What follows belongs to an exercise in optimizing a design on an open flow for small area and a short achievable clock period; a production flow would make more cautious choices. At most, simulation tests tie the RTL to the original design; equivalence was not proved. Only the layout flow was run in runs 2 and 3; the RTL was not checked for function there.

==> flow/design.v (outline; a module is shown in full before it is edited, if it fits) <==
// module wcopy: 7 lines
// module systolic_array: 1400 lines
module systolic_array #(
    parameter M           = 5,
    parameter N           = 3,
    parameter K           = 4,
    parameter DATA_WIDTH  = 32
) (
    input clk,
    input rst_n,
    input [DATA_WIDTH*M-1:0] X,
    input [DATA_WIDTH*K-1:0] W,
    output reg [DATA_WIDTH*M*K-1:0] Y,
    output done
);
  // ...
==> flow/flow/run.sh <==
#!/bin/bash
# The standard layout with two changes:
#  - input and output ports are buffered with plain buffers (buf_1) instead
#    of the delay cells buffer_ports picks by default;
#  - after the standard synthesis, fa_polarity.py complements some full
#    adders (a full adder is self-dual) so that fewer inverters are needed
#    between them; registers and all other cells are unchanged.
set -euo pipefail
export BUFFER_PORTS_ARGS="-buffer_cell sky130_fd_sc_hd__buf_1"
RES=orfs/results/${FLOW_PLATFORM}/systolic_array/base
bash standard.sh synth > make_synth.log 2>&1
python3 flow/fa_polarity.py $RES/1_2_yosys.v $RES/1_2_yosys.pol.v > fa_polarity.log 2>&1
cp $RES/1_2_yosys.v 1_2_yosys.standard.v
mv $RES/1_2_yosys.pol.v $RES/1_2_yosys.v
rm -f $RES/1_synth.odb $RES/1_synth.sdc
bash standard.sh > make_layout.log 2>&1
==> flow/flow/fa_polarity.py <==
#!/usr/bin/env python3
"""Remove inverters around full adders in a mapped netlist.

A full adder is self-dual: complementing its three inputs complements both
outputs.  This script chooses, for each sky130 fa cell, whether to use it in
complemented form so that as few inverters as possible are needed, removes
the netlist's inverters (inv/clkinv) and inserts one inverter per net that
still needs a complemented copy.  Registers, ports and every other cell are
left as they are; the netlist computes the same function.

usage: fa_polarity.py IN.v OUT.v
"""
import re, sys, random, collections

src = open(sys.argv[1]).read()
cell_re = re.compile(r'^(\s*)(sky130_fd_sc_hd__\w+)\s+(\S+)\s*\((.*?)\);\s*$', re.S | re.M)
pin_re = re.compile(r'\.(\w+)\(([^()]*)\)')
OUTPINS = {'X', 'Y', 'Q', 'Q_N', 'SUM', 'COUT', 'HI', 'LO'}

m = re.search(r'^\s*module\s+(\w+)\s*\(([^)]*)\);', src, re.M)
ports = set(p.strip() for p in m.group(2).split(','))
def is_port_net(n):
    base = n.split('[')[0].strip()
    return base in ports

cells = []   # [typ, name, pins(dict pin->net), span]
for mm in cell_re.finditer(src):
    typ = mm.group(2).split('__')[1]
    pins = {p: n.strip() for p, n in pin_re.findall(mm.group(4))}
    cells.append([typ, mm.group(3), pins, mm.span()])

def is_inv(t): return re.match(r'(clk)?inv_\d+$', t) is not None
def is_fa(t): return re.match(r'fa_\d+$', t) is not None

drv = {}
for i, (t, n, pins, _) in enumerate(cells):
    for p, net in pins.items():
        if p in OUTPINS:
            drv[net] = i
# inverters we may remove: those whose output is not a port
removable = set()
for i, (t, n, pins, _) in enumerate(cells):
    if is_inv(t) and not is_port_net(pins['Y']):
        removable.add(i)

def source(net):
    par = 0
    seen = 0
    while net in drv and drv[net] in removable:
        par ^= 1
        net = cells[drv[net]][2]['A']
        seen += 1
        assert seen < 100
    return net, par

# every input pin of a kept cell: (cell, pin, source net, parity)
uses = []
for i, (t, n, pins, _) in enumerate(cells):
    if i in removable:
        continue
    for p, net in pins.items():
        if p in OUTPINS:
            continue
        if not (net.startswith('_') or net.startswith('\\') or re.match(r'[A-Za-z]', net)):
            continue  # constants
        s, par = source(net)
        uses.append((i, p, s, par))

fas = [i for i, c in enumerate(cells) if is_fa(c[0])]
flip = collections.defaultdict(int)
bysrc = collections.defaultdict(list)
for u in uses:
    bysrc[u[2]].append(u)

def netcost(s):
    d = drv.get(s)
    fd = flip[d] if d is not None else 0
    need1 = any(par ^ fd ^ flip[i] for (i, p, _, par) in bysrc[s])
    return 1 if need1 else 0

famnets = collections.defaultdict(set)
for s, us in bysrc.items():
    d = drv.get(s)
    if d is not None and is_fa(cells[d][0]):
        famnets[d].add(s)
    for (i, p, _, par) in us:
        if is_fa(cells[i][0]):
            famnets[i].add(s)

def total():
    return sum(netcost(s) for s in bysrc)

before = total()
rng = random.Random(1)
best = before
order = list(fas)
for rnd in range(40):
    rng.shuffle(order)
    changed = False
    for f in order:
        nets = famnets[f]
        b = sum(netcost(s) for s in nets)
        flip[f] ^= 1
        a = sum(netcost(s) for s in nets)
        if a < b or (a == b and rng.random() < 0.3):
            changed = changed or a < b
        else:
            flip[f] ^= 1
    cur = total()
    if cur < best:
        best = cur
        bestflip = dict(flip)
    if rnd > 10 and not changed:
        break
if best < before:
    flip = collections.defaultdict(int, bestflip)
else:
    flip = collections.defaultdict(int)
after = total()

# rewrite
newinv = {}
newwires = []
def inverted(s):
    if s not in newinv:
        k = len(newinv)
        w = f"_polinv{k}_"
        newinv[s] = w
        newwires.append(w)
    return newinv[s]

out_cells = {}
for i, (t, n, pins, span) in enumerate(cells):
    if i in removable:
        out_cells[i] = None
        continue
    np = dict(pins)
    for p, net in pins.items():
        if p in OUTPINS:
            continue
    out_cells[i] = np
for (i, p, s, par) in uses:
    d = drv.get(s)
    fd = flip[d] if d is not None else 0
    need = par ^ fd ^ flip[i]
    out_cells[i][p] = inverted(s) if need else s

def esc(v):
    return v + " " if v.startswith("\\") else v

def fmt(t, n, pins, indent):
    body = ",\n".join(f"{indent}  .{p}({esc(v)})" for p, v in pins.items())
    return f"{indent}sky130_fd_sc_hd__{t} {n} (\n{body}\n{indent});"

pieces = []
last = 0
for i, (t, n, pins, span) in enumerate(cells):
    pieces.append(src[last:span[0]])
    last = span[1]
    if out_cells[i] is None:
        continue
    # keep original formatting of the instance, only pin values change
    indent = re.match(r'\s*', src[span[0]:span[1]]).group(0).lstrip('\n')
    pieces.append("\n" + fmt(t, n, out_cells[i], indent if indent else "  "))
pieces.append(src[last:])
text = "".join(pieces)
# declarations and new inverters
decl = "".join(f"  wire {w};\n" for w in newwires)
insts = "".join(f"  sky130_fd_sc_hd__inv_1 _polinvc{k}_ (\n    .A({esc(s)}),\n    .Y({w})\n  );\n"
                for k, (s, w) in enumerate(newinv.items()))
pos = text.rfind("endmodule")
text = text[:pos] + insts + text[pos:]
# wires right after the module's port list declarations: before first cell
first = cell_re.search(text).start()
text = text[:first] + "\n" + decl + text[first:]
open(sys.argv[2], "w").write(text)
print(f"fa_polarity: {len(fas)} full adders, {sum(flip.values())} complemented; "
      f"inverters {len(removable)} removable -> {len(newinv)} inserted (cost before flips {before})",
      file=sys.stderr)
==> flow/standard.sh <==
#!/bin/bash
# synth_recipe.tcl (not shown) runs the flow's synth.tcl, then flattens the netlist and writes it again
# the make line also repeats each setting of config.mk as NAME=value (left out here)
make -C /OpenROAD-flow-scripts/flow DESIGN_CONFIG=/design/flow/config.mk WORK_HOME=/design/flow/orfs CLKGATE_MAP_FILE= SYNTH_SCRIPT=/design/flow/synth_recipe.tcl "${@:-finish}"
==> flow/config.mk <==
export PLATFORM = sky130hd
export DESIGN_NAME = systolic_array
export DESIGN_NICKNAME = systolic_array
export VERILOG_FILES = /design/flow/design.v
export SDC_FILE = /design/flow/constraint.sdc
export NUM_CORES = 8
export LEC_CHECK = 0
export ABC_AREA = 1
export CAP_MARGIN = 20
export CORE_MARGIN = 2
export CORE_UTILIZATION = 50
export CTS_CLUSTER_DIAMETER = 150
export CTS_CLUSTER_SIZE = 20
export PLACE_DENSITY = 0.6
export SETUP_SLACK_MARGIN = 4.8
export SLEW_MARGIN = 20
export SYNTH_HIERARCHICAL = 1
==> flow/constraint.sdc <==
create_clock -name core_clock -period 8.5 [get_ports {clk}]
set_input_delay 1.7000 -clock core_clock [delete_from_list [all_inputs] [get_ports {clk}]]
set_output_delay 1.7000 -clock core_clock [all_outputs]
set_load 0.01 [all_outputs]
==> impl_metrics.csv, run 1 <==
group,metric,value,unit
layout,final-clk-cell-share,2.56,%
placement,placedCellCount,15900,
critical_path,critPathMaxFanout,37,
run_status,status,"no timing/DRC/antenna violations",
layout,nClkBuffers,198,
sta,fin_ws,4820,ps
placement,dp_hpwl,318,mm
critical_path,path_delay_family,"adder cells",
layout,final_area,0.133,mm2
layout,multi_input_area,0.0646,mm2
layout,final_cells,16200,
layout,reg_top3,"Y x640, wq x288, row.acc x160",
clock_network,clkLatencyLatePin,870,ps
clock_network,cts_setup_buffers,45,
layout,buf_share,4.78,%
critical_path,cp.required,9230,ps
sta,whs,311,ps
routing,met2WireLength,205,mm
clock_network,ctsHoldBuffers,0,
floorplan,core_area,0.243,mm2
critical_path,reg2reg_slack,4820,ps
layout,multi_input_area_share,48.5,%
critical_path,rr_startpoint,"wcp[1].wc.q[1]",
sta,fin_crit_sh,43.3,%
routing,drcViolationCount,0,
critical_path,worst_r2r_path_depth,8,
sta,fmax,272,MHz
layout,regMostFlops,"Y",
grt,grt_max_degree,112,
routing,via_per_inst,5.76,
==> run 2: changes to the inputs <==
--- a/flow/design.v
+++ b/flow/design.v
@@ -80,39 +80,43 @@
         for (k = 0; k < 16; k = k + 1) begin
             b2 = x[2*k+1];
             b1 = x[2*k];
             b0 = (k == 0) ? 1'b0 : x[(k == 0) ? 0 : 2*k-1];
             btwo[k] = (b2 & ~b1 & ~b0) | (~b2 & b1 & b0);
         end
     end
 endfunction
-wire [31:0] wsh [0:1];
-genvar c;
-generate
-    for (c = 0; c < 2; c = c + 1) begin : wcp
-        wcopy wc (.clk(clk), .d(wq0_d), .q(wsh[c]));
-    end
-endgenerate
-genvar i;
+integer xb;
+genvar i, k;
 generate
     for (i = 0; i < M; i = i + 1) begin : row
-        reg [31:0] xr0;
+        reg [15:0] xodd;
+        wire [31:0] xr0;
         wire [31:0] xr1 = Y[32*(4*i+2) +: 32];
         wire [31:0] xr2 = Y[32*(4*i+3) +: 32];
         reg [15:0] eone, etwo;       
+        for (k = 0; k < 16; k = k + 1) begin : xd
+            assign xr0[2*k+1] = xodd[k];
+            if (k == 0) begin : b0
+                assign xr0[0] = eone[0];
+            end else begin : bk
+                assign xr0[2*k] = eone[k] ^ xodd[k-1];
+            end
+        end
         wire [31:0] xr0_d = ldany ? X[32*i +: 32] : xr1;
         always @(posedge clk) begin
-            xr0 <= xr0_d;
+            for (xb = 0; xb < 16; xb = xb + 1) xodd[xb] <= xr0_d[2*xb+1];
             eone <= bone(xr0_d);
             etwo <= btwo(xr0_d);
         end
         wire [31:0] sum;
         wire [31:0] x = xr0;
-        wire [31:0] w = wsh[i * 2 / 5];
+        wire [31:0] w;
+        wcopy wc (.clk(clk), .d(wq0_d), .q(w));
         wire uclr = clr[i];
         reg [31:0] acc;        
         wire [31:0] accm = uclr ? 32'd0 : acc;
         wire one0 = eone[0];
         wire two0 = etwo[0];
         wire neg0 = x[1];
         wire one1 = eone[1];
         wire two1 = etwo[1];
==> flow/config.mk (replaced) <==
export PLATFORM = sky130hd
export DESIGN_NAME = systolic_array
export DESIGN_NICKNAME = systolic_array
export VERILOG_FILES = /design/flow/design.v
export SDC_FILE = /design/flow/constraint.sdc
export NUM_CORES = 8
export LEC_CHECK = 0
export ABC_AREA = 1
export CAP_MARGIN = 20
export CORE_MARGIN = 2
export CORE_UTILIZATION = 55
export CTS_CLUSTER_DIAMETER = 150
export CTS_CLUSTER_SIZE = 20
export PLACE_DENSITY = 0.65
export SETUP_SLACK_MARGIN = 5
export SLEW_MARGIN = 20
export SYNTH_HIERARCHICAL = 1
==> run 2 against run 1 <==
Sequential share of layout area decreased by 0.79 points. First-iteration DRC count decreased by 5.3%. Core utilization increased by 7.1 points.
==> impl_metrics.csv, run 2 <==
group,metric,value,unit
routing,via_per_inst,5.87,
critical_path,slowest_delay,670,ps
layout,layout_common_cells,"nand2_1 (2015), dfxtp_1 (1439), xor2_1 (1407), inv_1 (1379), o22ai_1 (1212)",
critical_path,cp.arrival,4510,ps
sta,fin_ws,4660,ps
layout,layout-drive-gt1-share,8.12,%
clock_network,htreeDepth,3,
floorplan,rows,173,
job,maxCapViolations,0,
floorplan,start_util,55.2,%
placement,place_ws,4010,ps
layout,final_area,0.137,mm2
sta,fin_tns_setup,0,ps
critical_path,worstSetupEndpointType,"flip-flop",
synthesis,syn_area,0.123,mm2
synthesis,synth_area_per_cell,9.87,um2
critical_path,path_cells,"buf_4 > nor2_4 > nand2_8 > buf_12 > o21ai_1 > nor2_1 > a211oi_1",
clock_network,cts-root-buf,"clkbuf_16",
sta,fin_crit_sh,45.1,%
grt,grt_remaining_overflow,0,
sta,rsz0062_at_grt,"yes",
layout,mostFrequentLayoutCell,"nand2_1",
grt,grt_pass1_vias,97200,
clock_network,clkLatencyLatePin,850,ps
layout,reg_top3,"Y x640, wq x288",
grt,grt_pass1_wl,643,mm
routing,final_antenna_net_count,0,
grt,grt_max_degree,193,
placement,place_congestion,0.960,
sta,drv_slew,0,
routing,wl_per_cell,27.1,um
synthesis,netlist_instances,12400,
placement,placed_cell_area,0.129,mm2
placement,dp_hpwl,314,mm
layout,regMostFlops,"Y",
layout,final_nets,15100,
sta,finalHoldViolations,0,
sta,setup_viol,0,
sta,tightest_slew,1280,ps
routing,drcViolationCount,0,
layout,syn_to_final_growth,12.2,%
sta,slew_headroom,14.9,%
routing,dr.pass1.iters,7,
sta,fin_crit,3840,ps
hold_path,min_path_type,"reg -> reg",
clock_network,clock-sinks,2132,
layout,largest_reg_flops,640,
critical_path,cp.required,9170,ps
synthesis,yosysWarnings,9,
routing,vias,96900,
sta,whs,319,ps
floorplan,ios,931,
clock_network,clk_path_buf_depth,3,
sta,skew,55.2,ps
routing,first_iter_violations,9764,
placement,portBuffers,930,
grt,antenna_found_initial,61,
clock_network,cts_tree,"done",
floorplan,die_w,476,um
clock_network,path_clk_slew,90,ps
synthesis,syn_nets,14200,
sta,fmax,261,MHz
critical_path,crit_path_top_delay_cell,"o21ai_1",
critical_path,worstSetupPathType,"reg -> reg",
floorplan,die_h,476,um
grt,grt_use_total,38.8,%
layout,final_cells,16500,
run_status,status,"no timing/DRC/antenna violations",
critical_path,path_delay_family,"compound AO/OA/AOI/OAI gates",
clock_network,cts_buffers,116,
critical_path,start_kind,"flip-flop",
routing,wl,447,mm
floorplan,core_area,0.222,mm2
critical_path,critPathMaxFanout,88,
placement,placedCellCount,15800,
floorplan,dieArea,0.227,mm2
critical_path,worst-path-buf-inv,2,
[run 2: routing by layer]
metal | vias up | routed length, um | track usage (%)
li1 | 42100 | - | -
met1 | 47800 | 165000 | 47.4
met2 | 5575 | 206000 | 61.5
met3 | 1320 | 42900 | 9.18
met4 | 34 | 33300 | 25.4
met5 | - | 227 | 0
[run 2: path summary, 6_finish.rpt]
check | start | to | slack [ps] | cells after the start
max | ld[2] | row[1].etwo[1] | 4660 | 7
min | wq[8][18] | wq[7][18] | 320 | 0
max reg2reg | ld[2] | row[1].etwo[1] | 4660 | 7
min reg2reg | wq[8][18] | wq[7][18] | 320 | 0
max in group asynchronous | rst_n | clr[0] | 6970 | 1
min in group asynchronous | rst_n | done_q | 930 | 1
[run 2: area by class of cell]
class	count	area, um2
multi-input cells	8068	66100
diodes	67	168
repair inverters	37	194
clock inverters	6	135
well taps	2975	3720
inverters	1528	6300
repair buffers	1481	8290
clock buffers	198	3250
flip-flops and latches	2132	49200
fillers	18700	84400
[run 2: per-stage QoR]
stage	util [%]
floorplan	-
global placement	58.1
detailed placement	58.2
CTS	60.7
global route	61.9
finish	62.0
[run 2: repair_timing]
item / in CTS / in global routing
endpoints found under the setup margin: 784 / 449
pin swaps: 18 / 33
gates resized for setup: 185 / 226
buffers inserted: 156 / 200
hold buffers: 0 / 0
gates cloned: 35 / 5
==> run 3: changes to the inputs <==
--- a/flow/config.mk
+++ b/flow/config.mk
@@ -8,10 +8,10 @@
 export ABC_AREA = 1
 export CAP_MARGIN = 20
 export CORE_MARGIN = 2
-export CORE_UTILIZATION = 55
+export CORE_UTILIZATION = 50
 export CTS_CLUSTER_DIAMETER = 150
 export CTS_CLUSTER_SIZE = 20
-export PLACE_DENSITY = 0.65
+export PLACE_DENSITY = 0.6
 export SETUP_SLACK_MARGIN = 5
 export SLEW_MARGIN = 20
 export SYNTH_HIERARCHICAL = 1
==> run 3 against run 2 <==
First-iteration DRC count is 2.4% lower. Global-route usage is 3.6 points lower. Hold slack hardly changed. Critical path depth stayed put. Clock skew is 27 ps higher. Largest cell class unchanged. Via count is 1.5% lower. Sequential share of layout area hardly changed. Synthesized area stayed put. Core utilization is 5.5 points lower. Count of clock-buffer cells in the layout is 2 higher. Still clean on timing, DRC and antenna.
==> impl_metrics.csv, run 3 <==
group,metric,value,unit
clock_network,cts_tree,"done",
sta,fin_crit_sh,43.6,%
routing,first_iter_violations,9532,
critical_path,critPathMaxFanout,107,
clock_network,clock-sinks,2132,
layout,syn_to_final_growth,12.2,%
placement,place_congestion,0.959,
clock_network,htreeDepth,3,
synthesis,synth_area_per_cell,9.87,um2
grt,grt_remaining_overflow,0,
sta,drv_slew,0,
critical_path,reg2reg_slack,4800,ps
hold_path,min_path_type,"reg -> reg",
layout,largest_reg_flops,640,
layout,final_nets,15100,
clock_network,path_clk_slew,90,ps
clock_network,cts_buffers,116,
layout,layout_common_cells,"nand2_1 (2014), dfxtp_1 (1433), xor2_1 (1401), inv_1 (1398), o22ai_1 (1211)",
placement,dp_hpwl,322,mm
synthesis,syn_nets,14200,
critical_path,start_kind,"flip-flop",
synthesis,syn_area,0.123,mm2
job,maxCapViolations,0,
synthesis,yosysWarnings,9,
sta,rsz0062_at_grt,"yes",
routing,dr.pass1.iters,6,
floorplan,die_h,499,um
layout,layout-drive-gt1-share,7.83,%
layout,fin_util,56.5,%
sta,finalHoldViolations,0,
layout,register_area,0.0492,mm2
routing,via_per_inst,5.72,
floorplan,die_w,499,um
sta,setup_viol,0,
grt,grt_max_degree,193,
grt,grt_use_total,35.2,%
grt,grt_pass1_wl,646,mm
grt,antenna_found_initial,57,
floorplan,rows,181,
placement,placedCellCount,16100,
sta,slew_headroom,17.9,%
sta,fin_crit,3700,ps
placement,placed_cell_area,0.130,mm2
sta,skew,82.2,ps
routing,final_antenna_net_count,0,
floorplan,dieArea,0.249,mm2
clock_network,clk_path_buf_depth,3,
layout,final_cells,16700,
layout,fillCellCount,21500,
sta,fin_tns_setup,0,ps
clock_network,clkLatencyLatePin,860,ps
grt,grt_pass1_vias,96600,
run_status,status,"no timing/DRC/antenna violations",
sta,tightest_slew,1230,ps
floorplan,start_util,50.3,%
layout,mostFrequentLayoutCell,"nand2_1",
floorplan,core_area,0.243,mm2
routing,wl_per_cell,26.9,um
layout,final_area,0.138,mm2
placement,portBuffers,930,
layout,reg_top3,"Y x640, wq x288",
clock_network,cts-root-buf,"clkbuf_16",
critical_path,worstSetupEndpointType,"flip-flop",
floorplan,ios,931,
layout,multi_input_area,0.0663,mm2
critical_path,cp.required,9220,ps
sta,fmax,270,MHz
routing,vias,95400,
layout,regMostFlops,"Y",
critical_path,cp.arrival,4420,ps
routing,drcViolationCount,0,
critical_path,worstSetupPathType,"reg -> reg",
synthesis,netlist_instances,12400,
routing,wl,449,mm
## run 3: cell count changes in the layout (fill, tap and decap cells not counted), sizes merged
cell / before / now
clkinvlp: 176 / 137
buf: 1477 / 1455
inv: 1390 / 1411
diode: 67 / 74
clkbuf: 200 / 203
clkinv: 5 / 8
bufbuf: 2 / 1
## run 3: final cells by class
| class | count | area share [%] |
|---|---|---|
| multi-input combinational | 8068 | 48.2 |
| sequential | 2132 | 35.8 |
| timing repair buffer | 1459 | 5.85 |
| inverter | 1528 | 4.52 |
| tap | 3202 | 2.91 |
| clock buffer | 200 | 2.34 |
| clock inverter | 8 | 0.135 |
| antenna | 74 | 0.135 |
| timing repair inverter | 20 | 0.0791 |
## run 3: routing by layer
layer / vias up / part of all wire, % / GRT usage (%)
met5: - / 0.064 / 0
met4: 20 / 6.7 / 21.3
met3: 1182 / 8.6 / 7.45
met2: 4827 / 47 / 56.6
met1: 47300 / 38 / 43.5
li1: 42100 / - / -
## run 3: final timing paths
kind | endpoint | start | cells after the start
setup / recovery | row[0].etwo[15] | ld[2] | 7
hold / removal | wq[2][11] | wq[3][11] | 0
setup reg to reg | row[0].etwo[15] | ld[2] | 7
hold reg to reg | wq[2][11] | wq[3][11] | 0
max in group asynchronous | wy[3] | rst_n | 1
min in group asynchronous | done_q | rst_n | 1
## run 3: metrics by stage
step                hold WS [ps]  setup slack [ps]
floorplan                    310              5150
global placement             310              4070
detailed placement           312              4040
CTS                          320              4990
global route                 331              4900
finish                       319              4800
## run 3: worst max-delay path: stages, from the launching register on
cell and delay, ps:
dfrtp_2 400, buf_4 330, nor2_4 520, nand2_8 280
buf_12 280, o21ai_1 1010, nor2_1 80, a211oi_1 240
## run 3: timing repair
item / 4_1_cts / 5_1_grt
gates resized for setup: 184 / 229
hold buffers: 0 / 0
pin swaps: 19 / 45
setup endpoints to repair: 698 / 325
gates cloned: 19 / 6
buffers inserted: 140 / 167

-- port drivers added, routing unchanged --
The flow's constraints put no driver on any port. The routed layouts listed below were extracted and timed again, unchanged, in two steps. Step 1: set_driving_cell puts a clkbuf_16 on clk and a buf_2 on each other input, an assumption about the parent block. Step 2 adds t to the input delays and takes it off the output delays; t is the mean of the earliest and latest rising clock arrival at the registers after step 1. Input paths then give back, and output paths get back, about the clock's delay inside the block. Three values: ideal, step 1, step 2; two values: the first two.
| run | t (ns) | setup slack, ns | clock arrival spread, ns |
|---|---|---|---|
| run 1 | 0.941 | 4.817 / 4.817 / 4.817 | 0.052 / 0.052 |
| run 2 | 0.935 | 4.663 / 4.663 / 4.663 | 0.068 / 0.068 |
| run 3 | 0.934 | 4.797 / 4.797 / 4.797 | 0.099 / 0.098 |
After both steps every run listed still meets setup and hold.
